This design comes from an exercise in tuning for small area on the open sky130 flow, not from production work.
RTL that was checked went through simulation tests only; none was proved equivalent to the original.
Power figures rest on the tool's default switching activity, not on a simulated workload.

==> run a: inputs <==
Design conv, start of the top module:
module conv(
  input clk,
  input reset,
  input [15:0] pxl_in,
  output [15:0] pxl_out,
  output [9:0] count,
  output valid
);
Settings: LEC_CHECK=0, ABC_AREA=0, CAP_MARGIN=0, CORE_MARGIN=2, CORE_UTILIZATION=40, CTS_CLUSTER_DIAMETER=150, CTS_CLUSTER_SIZE=25, GPL_TIMING_DRIVEN=0, SLEW_MARGIN=0, SYNTH_HIERARCHICAL=1; clock period 7.5 ns.
run.sh (not shown) runs the stock make flow with config.mk's settings and CLKGATE_MAP_FILE= SYNTH_SCRIPT=/design/flow/synth_recipe.tcl, a recipe that flattens the netlist after the stock synthesis.
==> inputs of run b, as changes to run a <==
--- a/flow/design.v
+++ b/flow/design.v
@@ -765,14 +765,18 @@
     if (reset) counter <= 10'd0;
     else counter <= cn;
   end
   assign count = counter;
   wire [7:0] ce = counter[9:2];
-  wire [4:0] m7 = ce[2:0] + ce[5:3] + ce[7:6];
-  wire col_bad = counter[1] & (m7 == 5'd0 || m7 == 5'd7 || m7 == 5'd14);
-  wire in_rng = (counter >= 10'd59) && (counter <= 10'd785);
-  assign valid = in_rng & ~col_bad;
+  wire [1:0] w1 = ce[0] + ce[3] + ce[6];
+  wire [1:0] w2 = ce[1] + ce[4] + ce[7];
+  wire [1:0] w4 = ce[2] + ce[5];
+  wire [4:0] vs7 = w1 + {w2, 1'b0} + {w4, 2'b0};
+  wire m0 = (vs7 == 5'd0) | (vs7 == 5'd7) | (vs7 == 5'd14);
+  wire ge = (|ce[7:4]) | (&ce[3:0]);
+  wire le = (ce <= 8'd196);
+  assign valid = ge & le & ~(counter[1] & m0);
 endmodule
 module fa(input a, input b, input c, output s, output co);
   assign s = a ^ b ^ c;
   assign co = (a & b) | (c & (a ^ b));
 endmodule
==> flow/flow/run.sh (new file) <==
#!/bin/bash
# The standard layout (standard.sh) with two changes: the port buffers are
# the two-strength buffer cell, and clock tree synthesis puts up to 28 flip-flops
# (within 80 um) on one leaf buffer and adds no dummy loads.
# ORFS writes each step's full log under orfs/logs/; make's output goes to
# standard.log.
set -euo pipefail
export BUFFER_PORTS_ARGS="-buffer_cell sky130_fd_sc_hd__buf_2"
export CTS_ARGS="-sink_clustering_enable -repair_clock_nets -dont_use_dummy_load -sink_clustering_size 28 -sink_clustering_max_diameter 80"
bash standard.sh > standard.log 2>&1
==> flow/standard.sh (new file) <==
#!/bin/bash
# synth_recipe.tcl (not shown) runs the flow's synth.tcl, then flattens the netlist and writes it again
# the make line also repeats each setting of config.mk as NAME=value (left out here)
make -C /OpenROAD-flow-scripts/flow DESIGN_CONFIG=/design/flow/config.mk WORK_HOME=/design/flow/orfs CLKGATE_MAP_FILE= SYNTH_SCRIPT=/design/flow/synth_recipe.tcl "${@:-finish}"
CORE_UTILIZATION = 55   (was 40)
removed: flow/run.sh
==> inputs of run c, as changes to run a <==
--- a/flow/design.v
+++ b/flow/design.v
@@ -765,14 +765,18 @@
     if (reset) counter <= 10'd0;
     else counter <= cn;
   end
   assign count = counter;
   wire [7:0] ce = counter[9:2];
-  wire [4:0] m7 = ce[2:0] + ce[5:3] + ce[7:6];
-  wire col_bad = counter[1] & (m7 == 5'd0 || m7 == 5'd7 || m7 == 5'd14);
-  wire in_rng = (counter >= 10'd59) && (counter <= 10'd785);
-  assign valid = in_rng & ~col_bad;
+  wire [1:0] w1 = ce[0] + ce[3] + ce[6];
+  wire [1:0] w2 = ce[1] + ce[4] + ce[7];
+  wire [1:0] w4 = ce[2] + ce[5];
+  wire [4:0] vs7 = w1 + {w2, 1'b0} + {w4, 2'b0};
+  wire m0 = (vs7 == 5'd0) | (vs7 == 5'd7) | (vs7 == 5'd14);
+  wire ge = (|ce[7:4]) | (&ce[3:0]);
+  wire le = (ce <= 8'd196);
+  assign valid = ge & le & ~(counter[1] & m0);
 endmodule
 module fa(input a, input b, input c, output s, output co);
   assign s = a ^ b ^ c;
   assign co = (a & b) | (c & (a ^ b));
 endmodule
==> flow/flow/run.sh (new file) <==
#!/bin/bash
# The standard layout (standard.sh) with two changes: the port buffers are
# the two-strength buffer cell, and clock tree synthesis puts up to 30 flip-flops
# (within 70 um) on one leaf buffer and adds no dummy loads.
# ORFS writes each step's full log under orfs/logs/; make's output goes to
# standard.log.
set -euo pipefail
export BUFFER_PORTS_ARGS="-buffer_cell sky130_fd_sc_hd__buf_2"
export CTS_ARGS="-sink_clustering_enable -repair_clock_nets -dont_use_dummy_load -sink_clustering_size 30 -sink_clustering_max_diameter 70"
bash standard.sh > standard.log 2>&1
==> flow/standard.sh (new file) <==
#!/bin/bash
# synth_recipe.tcl (not shown) runs the flow's synth.tcl, then flattens the netlist and writes it again
# the make line also repeats each setting of config.mk as NAME=value (left out here)
make -C /OpenROAD-flow-scripts/flow DESIGN_CONFIG=/design/flow/config.mk WORK_HOME=/design/flow/orfs CLKGATE_MAP_FILE= SYNTH_SCRIPT=/design/flow/synth_recipe.tcl "${@:-finish}"
CORE_UTILIZATION = 45   (was 40)
removed: flow/run.sh
==> results.txt <==
| metric | run b | run a | run c |
|---|---|---|---|
| Gates resized, CTS repair | 5 | 26 | 6 |
| RD Place Congestion | 0.740 | 0.738 | 0.733 |
| Core region area | 0.0456 mm^2 | 0.0631 mm^2 | 0.0563 mm^2 |
| Met2 track demand over resource | 23.2% | 15.1% | 17.8% |
| Total power divided by cell area | 502 mW/mm^2 | 498 mW/mm^2 | 498 mW/mm^2 |
| Met1 track demand over resource | 20.6% | 14.9% | 16.7% |
| Area of combinational cells with multiple inputs | 0.00592 mm^2 | 0.00592 mm^2 | 0.00591 mm^2 |
| Proportion of power drawn by the clock network | 17.5% | 17.9% | 17.5% |
| End point of the worst hold path | line2[36]$_DFF_P_ | line2[397]$_DFF_P_ | line2[309]$_DFF_P_ |
| Highest achievable clock rate | 137 MHz | 136 MHz | 137 MHz |
| Average cell area after synthesis | 18.1 um^2 | 18.1 um^2 | 18.1 um^2 |
| Status | timing/DRC/antenna clean | timing/DRC/antenna clean | timing/DRC/antenna clean |
| Setup repair after global routing missed its margin | no | - | no |
| Post-DP Area | 0.0265 mm^2 | 0.0271 mm^2 | 0.0267 mm^2 |
| Count of nets after finishing | 1,805 | 1,803 | 1,799 |
| Total standard cell area after synthesis | 0.0255 mm^2 | 0.0256 mm^2 | 0.0255 mm^2 |
| Number of filler cells placed in the layout | 3,382 | 5,533 | 4,747 |
No functional check of the RTL was part of run a.

========
==> job 2324 <==
Another version of the RTL of conv (not shown whole).
// conv
module conv(
  input clk,
  input reset,
  input [15:0] pxl_in,
  output [15:0] pxl_out,
  output [9:0] count,
  output valid
);
  reg [15:0] r00;
  reg [15:0] r01;
  reg p_r01_13_1;
  reg p_r01_14_1;
  reg [15:0] r02;
  reg p_r02_13_1;
  reg p_r02_13_2;
  reg p_r02_14_1;
  reg [15:0] r10;
  reg p_r10_14_1;
  reg p_r10_14_2;
  reg [15:0] r11;
  reg [15:0] r12;
  reg [15:0] r20;
  reg [15:0] r21;
  reg [15:0] r22;
  reg p_r22_12_1;
  reg p_r22_13_1;
  reg p_r22_13_2;
  reg [25*16-1:0] line1;
  wire [15:0] line1_o = line1[25*16-1:24*16];
  reg [25*16-1:0] line2;
  wire [15:0] line2_o = line2[25*16-1:24*16];
  wire s1, c2;
  ha us1 (pxl_in[1], pxl_in[0], s1, c2);
  wire s3, c4;
  fa us3 (pxl_in[2], pxl_in[1], c2, s3, c4);
  wire s5, c6;
  fa us5 (pxl_in[3], pxl_in[2], c4, s5, c6);
  wire s7, c8;
  fa us7 (pxl_in[4], pxl_in[3], c6, s7, c8);
  wire s9, c10;
  fa us9 (pxl_in[5], pxl_in[4], c8, s9, c10);
  wire s11, c12;
  fa us11 (pxl_in[6], pxl_in[5], c10, s11, c12);
  wire s13, c14;
  fa us13 (pxl_in[7], pxl_in[6], c12, s13, c14);
  wire s15, c16;
  fa us15 (pxl_in[8], pxl_in[7], c14, s15, c16);
  wire s17, c18;
  fa us17 (pxl_in[9], pxl_in[8], c16, s17, c18);
  wire s19, c20;
  fa us19 (pxl_in[10], pxl_in[9], c18, s19, c20);
  wire s21, c22;
  fa us21 (pxl_in[11], pxl_in[10], c20, s21, c22);
  wire s23, c24;
  ha us23 (pxl_in[12], pxl_in[11], s23, c24);
  wire s25, c26;
  fa us25 (pxl_in[13], pxl_in[12], c24, s25, c26);
  wire s27, c28;
  fa us27 (pxl_in[14], pxl_in[13], c26, s27, c28);
  wire x29 = pxl_in[15] ^ pxl_in[14];
  wire x30 = x29 ^ c28;
  wire s31, c32;
  ha us31 (pxl_in[2], pxl_in[0], s31, c32);
  wire s33, c34;
  fa us33 (pxl_in[3], pxl_in[1], c32, s33, c34);
  wire s35, c36;
  fa us35 (pxl_in[4], pxl_in[2], c34, s35, c36);
  wire s37, c38;
  fa us37 (pxl_in[5], pxl_in[3], c36, s37, c38);
  wire s39, c40;
  fa us39 (pxl_in[6], pxl_in[4], c38, s39, c40);
  wire s41, c42;
  fa us41 (pxl_in[7], pxl_in[5], c40, s41, c42);
  wire s43, c44;
  fa us43 (pxl_in[8], pxl_in[6], c42, s43, c44);
  wire s45, c46;
  fa us45 (pxl_in[9], pxl_in[7], c44, s45, c46);
  wire s47, c48;
  fa us47 (pxl_in[10], pxl_in[8], c46, s47, c48);
  wire s49, c50;
  fa us49 (pxl_in[11], pxl_in[9], c48, s49, c50);
  wire s51, c52;
  fa us51 (pxl_in[12], pxl_in[10], c50, s51, c52);
  wire s53, c54;
  ha us53 (pxl_in[13], pxl_in[11], s53, c54);
  ...
Settings: LEC_CHECK=0, ABC_AREA=1, CAP_MARGIN=0, CORE_MARGIN=2, CORE_UTILIZATION=40, CTS_CLUSTER_DIAMETER=150, CTS_CLUSTER_SIZE=25, GPL_TIMING_DRIVEN=0, SLEW_MARGIN=0, SYNTH_HIERARCHICAL=1; clock period 7.5 ns.
Stock flow here: none of the scripts above is used.
==> inputs of job 5105, as changes to job 2324 <==
--- a/flow/design.v
+++ b/flow/design.v
@@ -53,16 +53,18 @@
   fa us21 (pxl_in[11], pxl_in[10], c20, s21, c22);
   wire s23, c24;
   ha us23 (pxl_in[12], pxl_in[11], s23, c24);
   wire s25, c26;
   fa us25 (pxl_in[13], pxl_in[12], c24, s25, c26);
   wire s27, c28;
   fa us27 (pxl_in[14], pxl_in[13], c26, s27, c28);
-  wire x29 = pxl_in[15] ^ pxl_in[14];
-  wire x30 = x29 ^ c28;
+  wire x29;
+  xo ux29 (pxl_in[15], pxl_in[14], x29);
+  wire x30;
+  xo ux30 (x29, c28, x30);
   wire s31, c32;
   ha us31 (pxl_in[2], pxl_in[0], s31, c32);
   wire s33, c34;
   fa us33 (pxl_in[3], pxl_in[1], c32, s33, c34);
   wire s35, c36;
   fa us35 (pxl_in[4], pxl_in[2], c34, s35, c36);
   wire s37, c38;
@@ -81,16 +83,18 @@
   fa us49 (pxl_in[11], pxl_in[9], c48, s49, c50);
   wire s51, c52;
   fa us51 (pxl_in[12], pxl_in[10], c50, s51, c52);
   wire s53, c54;
   ha us53 (pxl_in[13], pxl_in[11], s53, c54);
   wire s55, c56;
   fa us55 (pxl_in[14], pxl_in[12], c54, s55, c56);
-  wire x57 = pxl_in[15] ^ pxl_in[13];
-  wire x58 = x57 ^ c56;
+  wire x57;
+  xo ux57 (pxl_in[15], pxl_in[13], x57);
+  wire x58;
+  xo ux58 (x57, c56, x58);
   wire s59, c60;
   ha us59 (pxl_in[3], pxl_in[0], s59, c60);
   wire s61, c62;
   fa us61 (pxl_in[4], pxl_in[1], c60, s61, c62);
   wire s63, c64;
   fa us63 (pxl_in[5], pxl_in[2], c62, s63, c64);
   wire s65, c66;
@@ -107,16 +111,18 @@
   fa us75 (pxl_in[11], pxl_in[8], c74, s75, c76);
   wire s77, c78;
   fa us77 (pxl_in[12], pxl_in[9], c76, s77, c78);
   wire s79, c80;
   fa us79 (pxl_in[13], pxl_in[10], c78, s79, c80);
   wire s81, c82;
   ha us81 (pxl_in[14], pxl_in[11], s81, c82);
-  wire x83 = pxl_in[15] ^ pxl_in[12];
-  wire x84 = x83 ^ c82;
+  wire x83;
+  xo ux83 (pxl_in[15], pxl_in[12], x83);
+  wire x84;
+  xo ux84 (x83, c82, x84);
   wire s85, c86;
   ha us85 (pxl_in[0], s5, s85, c86);
   wire s87, c88;
   fa us87 (pxl_in[1], c86, s7, s87, c88);
   wire s89, c90;
   fa us89 (pxl_in[2], s9, c88, s89, c90);
   wire s91, c92;
@@ -139,17 +145,20 @@
   fa us107 (s25, s73, c104, s107, c108);
   wire s109, c110;
   ha us109 (c106, s107, s109, c110);
   wire s111, c112;
   fa us111 (s27, s75, c108, s111, c112);
   wire s113, c114;
   ha us113 (c110, s111, s113, c114);
-  wire x115 = x30 ^ s77;
-  wire x116 = x115 ^ c112;
-  wire x117 = x116 ^ c114;
+  wire x115;
+  xo ux115 (x30, s77, x115);
+  wire x116;
+  xo ux116 (x115, c112, x116);
+  wire x117;
+  xo ux117 (x116, c114, x117);
   wire s118, c119;
   ha us118 (r00[0], pxl_in[0], s118, c119);
   wire s120, c121;
   fa us120 (r00[1], pxl_in[1], c119, s120, c121);
   wire s122, c123;
   fa us122 (r00[2], pxl_in[2], c121, s122, c123);
   wire s124, c125;
@@ -202,18 +211,22 @@
   wire s171, c172;
   ha us171 (s15, i170, s171, c172);
   wire s173, c174;
   fa us173 (r00[14], s81, c80, s173, c174);
   wire i175 = ~s17;
   wire s176, c177;
   fa us176 (i175, s173, c169, s176, c177);
-  wire x178 = r00[15] ^ x84;
-  wire x179 = x178 ^ s19;
-  wire x180 = x179 ^ c174;
-  wire x181 = x180 ^ c177;
+  wire x178;
+  xo ux178 (r00[15], x84, x178);
+  wire x179;
+  xo ux179 (x178, s19, x179);
+  wire x180;
+  xo ux180 (x179, c174, x180);
+  wire x181;
+  xo ux181 (x180, c177, x181);
   wire s182, c183;
   ha us182 (r01[0], pxl_in[0], s182, c183);
   wire s184, c185;
   fa us184 (r01[1], c183, s1, s184, c185);
   wire s186, c187;
   fa us186 (r01[2], s3, c185, s186, c187);
   wire s188, c189;
@@ -269,24 +282,29 @@
   wire s238, c239;
   fa us238 (r01[13], p_r01_13_1, i237, s238, c239);
   wire s240, c241;
   fa us240 (r01[14], pxl_in[9], s27, s240, c241);
   wire i242 = ~p_r01_14_1;
   wire s243, c244;
   fa us243 (i242, s240, c236, s243, c244);
-  wire x245 = r01[15] ^ pxl_in[10];
-  wire x246 = x245 ^ x30;
-  wire x247 = x246 ^ c241;
-  wire x248 = x247 ^ c244;
+  wire x245;
+  xo ux245 (r01[15], pxl_in[10], x245);
+  wire x246;
+  xo ux246 (x245, x30, x246);
+  wire x247;
+  xo ux247 (x246, c241, x247);
+  wire x248;
+  xo ux248 (x247, c244, x248);
   wire s249, c250;
   fa us249 (r02[13], p_r02_13_1, p_r02_13_2, s249, c250);
   wire i251 = ~r02[14];
   wire s252, c253;
   fa us252 (p_r02_14_1, i251, c250, s252, c253);
-  wire x254 = r02[15] ^ c253;
+  wire x254;
+  xo ux254 (r02[15], c253, x254);
   wire i255 = ~line1_o[0];
   wire s256, c257;
   ha us256 (i255, pxl_in[0], s256, c257);
   wire i258 = ~line1_o[1];
   wire s259, c260;
   fa us259 (i258, c257, s1, s259, c260);
   wire i261 = ~line1_o[2];
@@ -340,18 +358,22 @@
   fa us308 (c301, s306, c303, s308, c309);
   wire s310, c311;
   ha us310 (c305, s308, s310, c311);
   wire s312, c313;
   fa us312 (line1_o[14], s27, s19, s312, c313);
   wire s314, c315;
   ha us314 (c307, s312, s314, c315);
-  wire x316 = line1_o[15] ^ x30;
-  wire x317 = x316 ^ s21;
-  wire x318 = c313 ^ x317;
-  wire x319 = c315 ^ x318;
+  wire x316;
+  xo ux316 (line1_o[15], x30, x316);
+  wire x317;
+  xo ux317 (x316, s21, x317);
+  wire x318;
+  xo ux318 (c313, x317, x318);
+  wire x319;
+  xo ux319 (c315, x318, x319);
   wire s320, c321;
   ha us320 (r10[0], pxl_in[0], s320, c321);
   wire s322, c323;
   fa us322 (r10[1], pxl_in[1], c321, s322, c323);
   wire s324, c325;
   fa us324 (r10[2], s31, c323, s324, c325);
   wire s326, c327;
@@ -402,20 +424,26 @@
   fa us370 (r10[14], p_r10_14_1, p_r10_14_2, s370, c371);
   wire s372, c373;
   fa us372 (s370, pxl_in[10], s55, s372, c373);
   wire s374, c375;
   fa us374 (c365, s372, c367, s374, c375);
   wire s376, c377;
   ha us376 (c369, s374, s376, c377);
-  wire x378 = r10[15] ^ c371;
-  wire x379 = x378 ^ pxl_in[11];
-  wire x380 = x379 ^ x58;
-  wire x381 = x380 ^ c373;
-  wire x382 = x381 ^ c375;
-  wire x383 = x382 ^ c377;
+  wire x378;
+  xo ux378 (r10[15], c371, x378);
+  wire x379;
+  xo ux379 (x378, pxl_in[11], x379);
+  wire x380;
+  xo ux380 (x379, x58, x380);
+  wire x381;
+  xo ux381 (x380, c373, x381);
+  wire x382;
+  xo ux382 (x381, c375, x382);
+  wire x383;
+  xo ux383 (x382, c377, x383);
   wire s384, c385;
   ha us384 (r11[0], pxl_in[0], s384, c385);
   wire s386, c387;
   fa us386 (r11[1], pxl_in[1], c385, s386, c387);
   wire s388, c389;
   fa us388 (r11[2], s31, c387, s388, c389);
   wire s390, c391;
@@ -466,20 +494,26 @@
   ha us434 (s432, c429, s434, c435);
   wire s436, c437;
   fa us436 (r11[14], s55, s21, s436, c437);
   wire s438, c439;
   fa us438 (c431, s436, c433, s438, c439);
   wire s440, c441;
   ha us440 (c435, s438, s440, c441);
-  wire x442 = r11[15] ^ s23;
-  wire x443 = x442 ^ x58;
-  wire x444 = x443 ^ c22;
-  wire x445 = x444 ^ c437;
-  wire x446 = x445 ^ c439;
-  wire x447 = x446 ^ c441;
+  wire x442;
+  xo ux442 (r11[15], s23, x442);
+  wire x443;
+  xo ux443 (x442, x58, x443);
+  wire x444;
+  xo ux444 (x443, c22, x444);
+  wire x445;
+  xo ux445 (x444, c437, x445);
+  wire x446;
+  xo ux446 (x445, c439, x446);
+  wire x447;
+  xo ux447 (x446, c441, x447);
   wire i448 = ~pxl_in[0];
   wire s449, c450;
   ha us449 (line2_o[3], i448, s449, c450);
   wire i451 = ~pxl_in[1];
   wire s452, c453;
   fa us452 (line2_o[4], i451, c450, s452, c453);
   wire i454 = ~s31;
@@ -508,16 +542,18 @@
   fa us476 (line2_o[12], i475, c474, s476, c477);
   wire i478 = ~s47;
   wire s479, c480;
   fa us479 (line2_o[13], i478, c477, s479, c480);
   wire i481 = ~s49;
   wire s482, c483;
   fa us482 (line2_o[14], i481, c480, s482, c483);
-  wire x484 = line2_o[15] ^ s51;
-  wire x485 = x484 ^ c483;
+  wire x484;
+  xo ux484 (line2_o[15], s51, x484);
+  wire x485;
+  xo ux485 (x484, c483, x485);
   wire s486, c487;
   ha us486 (r20[0], pxl_in[0], s486, c487);
   wire s488, c489;
   fa us488 (r20[1], pxl_in[1], c487, s488, c489);
   wire s490, c491;
   fa us490 (r20[2], pxl_in[2], c489, s490, c491);
   wire s492, c493;
@@ -564,19 +600,24 @@
   fa us532 (s79, s530, c529, s532, c533);
   wire s534, c535;
   fa us534 (r20[14], s81, s47, s534, c535);
   wire s536, c537;
   fa us536 (s534, c80, c531, s536, c537);
   wire s538, c539;
   ha us538 (s536, c533, s538, c539);
-  wire x540 = r20[15] ^ x84;
-  wire x541 = x540 ^ s49;
-  wire x542 = c535 ^ x541;
-  wire x543 = x542 ^ c537;
-  wire x544 = x543 ^ c539;
+  wire x540;
+  xo ux540 (r20[15], x84, x540);
+  wire x541;
+  xo ux541 (x540, s49, x541);
+  wire x542;
+  xo ux542 (c535, x541, x542);
+  wire x543;
+  xo ux543 (x542, c537, x543);
+  wire x544;
+  xo ux544 (x543, c539, x544);
   wire s545, c546;
   ha us545 (r21[1], i448, s545, c546);
   wire i547 = ~s1;
   wire s548, c549;
   fa us548 (r21[2], c546, i547, s548, c549);
   wire i550 = ~s3;
   wire s551, c552;
@@ -632,31 +673,39 @@
   wire s601, c602;
   ha us601 (r21[13], i600, s601, c602);
   wire s603, c604;
   fa us603 (pxl_in[10], s25, c599, s603, c604);
   wire i605 = ~s603;
   wire s606, c607;
   fa us606 (r21[14], c602, i605, s606, c607);
-  wire x608 = r21[15] ^ pxl_in[11];
-  wire x609 = x608 ^ s27;
-  wire x610 = x609 ^ c604;
-  wire x611 = x610 ^ c607;
+  wire x608;
+  xo ux608 (r21[15], pxl_in[11], x608);
+  wire x609;
+  xo ux609 (x608, s27, x609);
+  wire x610;
+  xo ux610 (x609, c604, x610);
+  wire x611;
+  xo ux611 (x610, c607, x611);
   wire i612 = ~r22[5];
   wire i613 = ~p_r22_13_1;
   wire i614 = ~r22[0];
-  wire s615 = ~(r22[1] ^ r22[0]);
-  wire c616 = r22[1] | r22[0];
+  wire s615, c616;
+  xn us615 (r22[1], r22[0], s615);
+  o2 uc616 (r22[1], r22[0], c616);
   wire s617, c618;
   ha us617 (r22[2], c616, s617, c618);
-  wire s619 = ~(r22[3] ^ c618);
-  wire c620 = r22[3] | c618;
-  wire s621 = ~(r22[4] ^ c620);
-  wire c622 = r22[4] | c620;
-  wire s623 = ~(i612 ^ c622);
-  wire c624 = i612 | c622;
+  wire s619, c620;
+  xn us619 (r22[3], c618, s619);
+  o2 uc620 (r22[3], c618, c620);
+  wire s621, c622;
+  xn us621 (r22[4], c620, s621);
+  o2 uc622 (r22[4], c620, c622);
+  wire s623, c624;
+  xn us623 (i612, c622, s623);
+  o2 uc624 (i612, c622, c624);
   wire s625, c626;
   ha us625 (r22[6], c624, s625, c626);
   wire s627, c628;
   ha us627 (r22[7], c626, s627, c628);
   wire s629, c630;
   ha us629 (r22[8], c628, s629, c630);
   wire s631, c632;
@@ -670,15 +719,16 @@
   wire i639 = ~s637;
   wire s640, c641;
   fa us640 (r22[13], p_r22_13_2, i613, s640, c641);
   wire s642, c643;
   fa us642 (s640, c638, s637, s642, c643);
   wire s644, c645;
   fa us644 (r22[14], c641, c643, s644, c645);
-  wire x646 = r22[15] ^ c645;
+  wire x646;
+  xo ux646 (r22[15], c645, x646);
   wire i647 = ~x646;
   wire [15:0] line1_i = {x254, s252, s249, r02[12], r02[11], r02[10], r02[9], r02[8], r02[7], r02[6], r02[5], r02[4], r02[3], r02[2], r02[1], r02[0]};
   wire [15:0] line2_i = {r12[15], r12[14], r12[13], r12[12], r12[11], r12[10], r12[9], r12[8], r12[7], r12[6], r12[5], r12[4], r12[3], r12[2], r12[1], r12[0]};
   assign pxl_out = {i647, s644, s642, i639, s635, s633, s631, s629, s627, s625, s623, s621, s619, s617, s615, i614};
   always @(posedge clk) begin
     r00 <= {x117, s113, s109, s105, s101, s99, s97, s95, s93, s91, s89, s87, s85, s3, s1, pxl_in[0]};
     r01 <= {x181, s176, s171, s166, s161, s156, s151, s146, s141, s136, s131, s126, s124, s122, s120, s118};
@@ -726,7 +776,16 @@
   assign s = a ^ b ^ c;
   assign co = (a & b) | (c & (a ^ b));
 endmodule
 module ha(input a, input b, output s, output co);
   assign s = a ^ b;
   assign co = a & b;
 endmodule
+module xo(input a, input b, output s);
+  assign s = a ^ b;
+endmodule
+module xn(input a, input b, output s);
+  assign s = ~(a ^ b);
+endmodule
+module o2(input a, input b, output s);
+  assign s = a | b;
+endmodule
==> flow/flow/run.sh (new file) <==
#!/bin/bash
# The standard layout (standard.sh), with the port buffers made from the
# smallest buffer cell instead of the default choice.  ORFS writes each
# step's full log under orfs/logs/; make's own output goes to standard.log.
set -euo pipefail
export BUFFER_PORTS_ARGS="-buffer_cell sky130_fd_sc_hd__buf_1"
bash standard.sh > standard.log 2>&1
==> flow/standard.sh (new file) <==
#!/bin/bash
# synth_recipe.tcl (not shown) runs the flow's synth.tcl, then flattens the netlist and writes it again
# the make line also repeats each setting of config.mk as NAME=value (left out here)
make -C /OpenROAD-flow-scripts/flow DESIGN_CONFIG=/design/flow/config.mk WORK_HOME=/design/flow/orfs CLKGATE_MAP_FILE= SYNTH_SCRIPT=/design/flow/synth_recipe.tcl "${@:-finish}"
Settings changed: ABC_AREA 1 to 0.
removed: flow/run.sh
==> qor summary <==
| item | job 5105 | job 2324 |
|---|---|---|
| Status | finished clean | finished clean |
| Share of total power consumed by net switching | 0.2613 | 0.2646 |
| Reg2Reg Launch Point | r01[0] | r00[0] |
| Hold wc startpoint | line2[365] | line1[175] |
| Combined area of the multi-input logic cells | 0.005937 mm^2 | 0.006110 mm^2 |
| Via total after detailed routing | 9164 | 9800 |
| Clock Skews | 0.02353 ns | 0.02554 ns |
| Fraction of area in multi-input gates | 0.2117 | 0.2128 |
| Synthesis-to-layout area growth | 9.728% | 11.04% |
| Multi-Input Combinational | 364 | 423 |
| Ratio of cells with drive above 1 in the final layout | 0.05843 | 0.06843 |
| Combinational Power Share | 0.208 | 0.231 |
| Worst slack, placed | -1.576 ns | -1.910 ns |
| Hold slack | 0.3142 ns | 0.3164 ns |
| Cell Rows | 92 | 93 |
| Worst Tran Pin Value | 0.9760 ns | 0.8448 ns |
| Number of non-clock inverters | 65 | 116 |
| Area share of the largest cell type after synthesis | 0.7551 | 0.7464 |
| Post-route cell area | 0.02804 mm^2 | 0.02871 mm^2 |
| Number of post-CTS setup repair buffers | 0 | 1 |
| Largest incremental delay on the critical path | 0.65 ns | 0.66 ns |
| Post-Place Cells | 2299 | 2418 |
For job 5105, only the layout was checked, not whether the RTL still works.

## static timing again, ports no longer ideal
No port has a modelled driver above. Below, the same layouts with a new extraction and two added sets of constraints. Step 1 (the two cells are an assumption about what drives the block):
set clk [get_ports {clk}]
set_driving_cell -lib_cell sky130_fd_sc_hd__clkbuf_16 $clk
set_driving_cell -lib_cell sky130_fd_sc_hd__buf_2 [delete_from_list [all_inputs] $clk]
Step 2 adds t to the input delays and takes it off the output delays; t is the mean of the earliest and latest rising clock arrival at the registers after step 1. Input paths then give back, and output paths get back, about the clock's delay inside the block. Three values: ideal ports, drivers, drivers and shift; two values: the first two.
run	shift t [ns]	setup slack, ns	worst hold slack (ns)	latest minus earliest clock arrival (ns)	slew at the worst register clock pin (ns)
run a	0.635	0.160 / 0.188 / -0.448	0.304 / 0.304 / 0.304	0.039 / 0.039	0.10 / 0.10
run b	0.617	0.193 / 0.215 / -0.402	0.303 / 0.303 / 0.303	0.040 / 0.040	0.10 / 0.10
run c	0.615	0.187 / 0.198 / -0.418	0.271 / 0.271 / 0.271	0.065 / 0.065	0.10 / 0.10
job 2324	0.637	0.192 / 0.203 / -0.434	0.316 / 0.316 / 0.316	0.030 / 0.030	0.10 / 0.10
job 5105	0.644	0.182 / 0.202 / -0.442	0.314 / 0.314 / 0.314	0.028 / 0.028	0.11 / 0.11
Met with ideal ports but missed after step 2: setup timing in every run listed. For job 2324, which loses most, drivers alone change the setup slack by +0.011 ns; drivers and shift together by -0.626 ns.
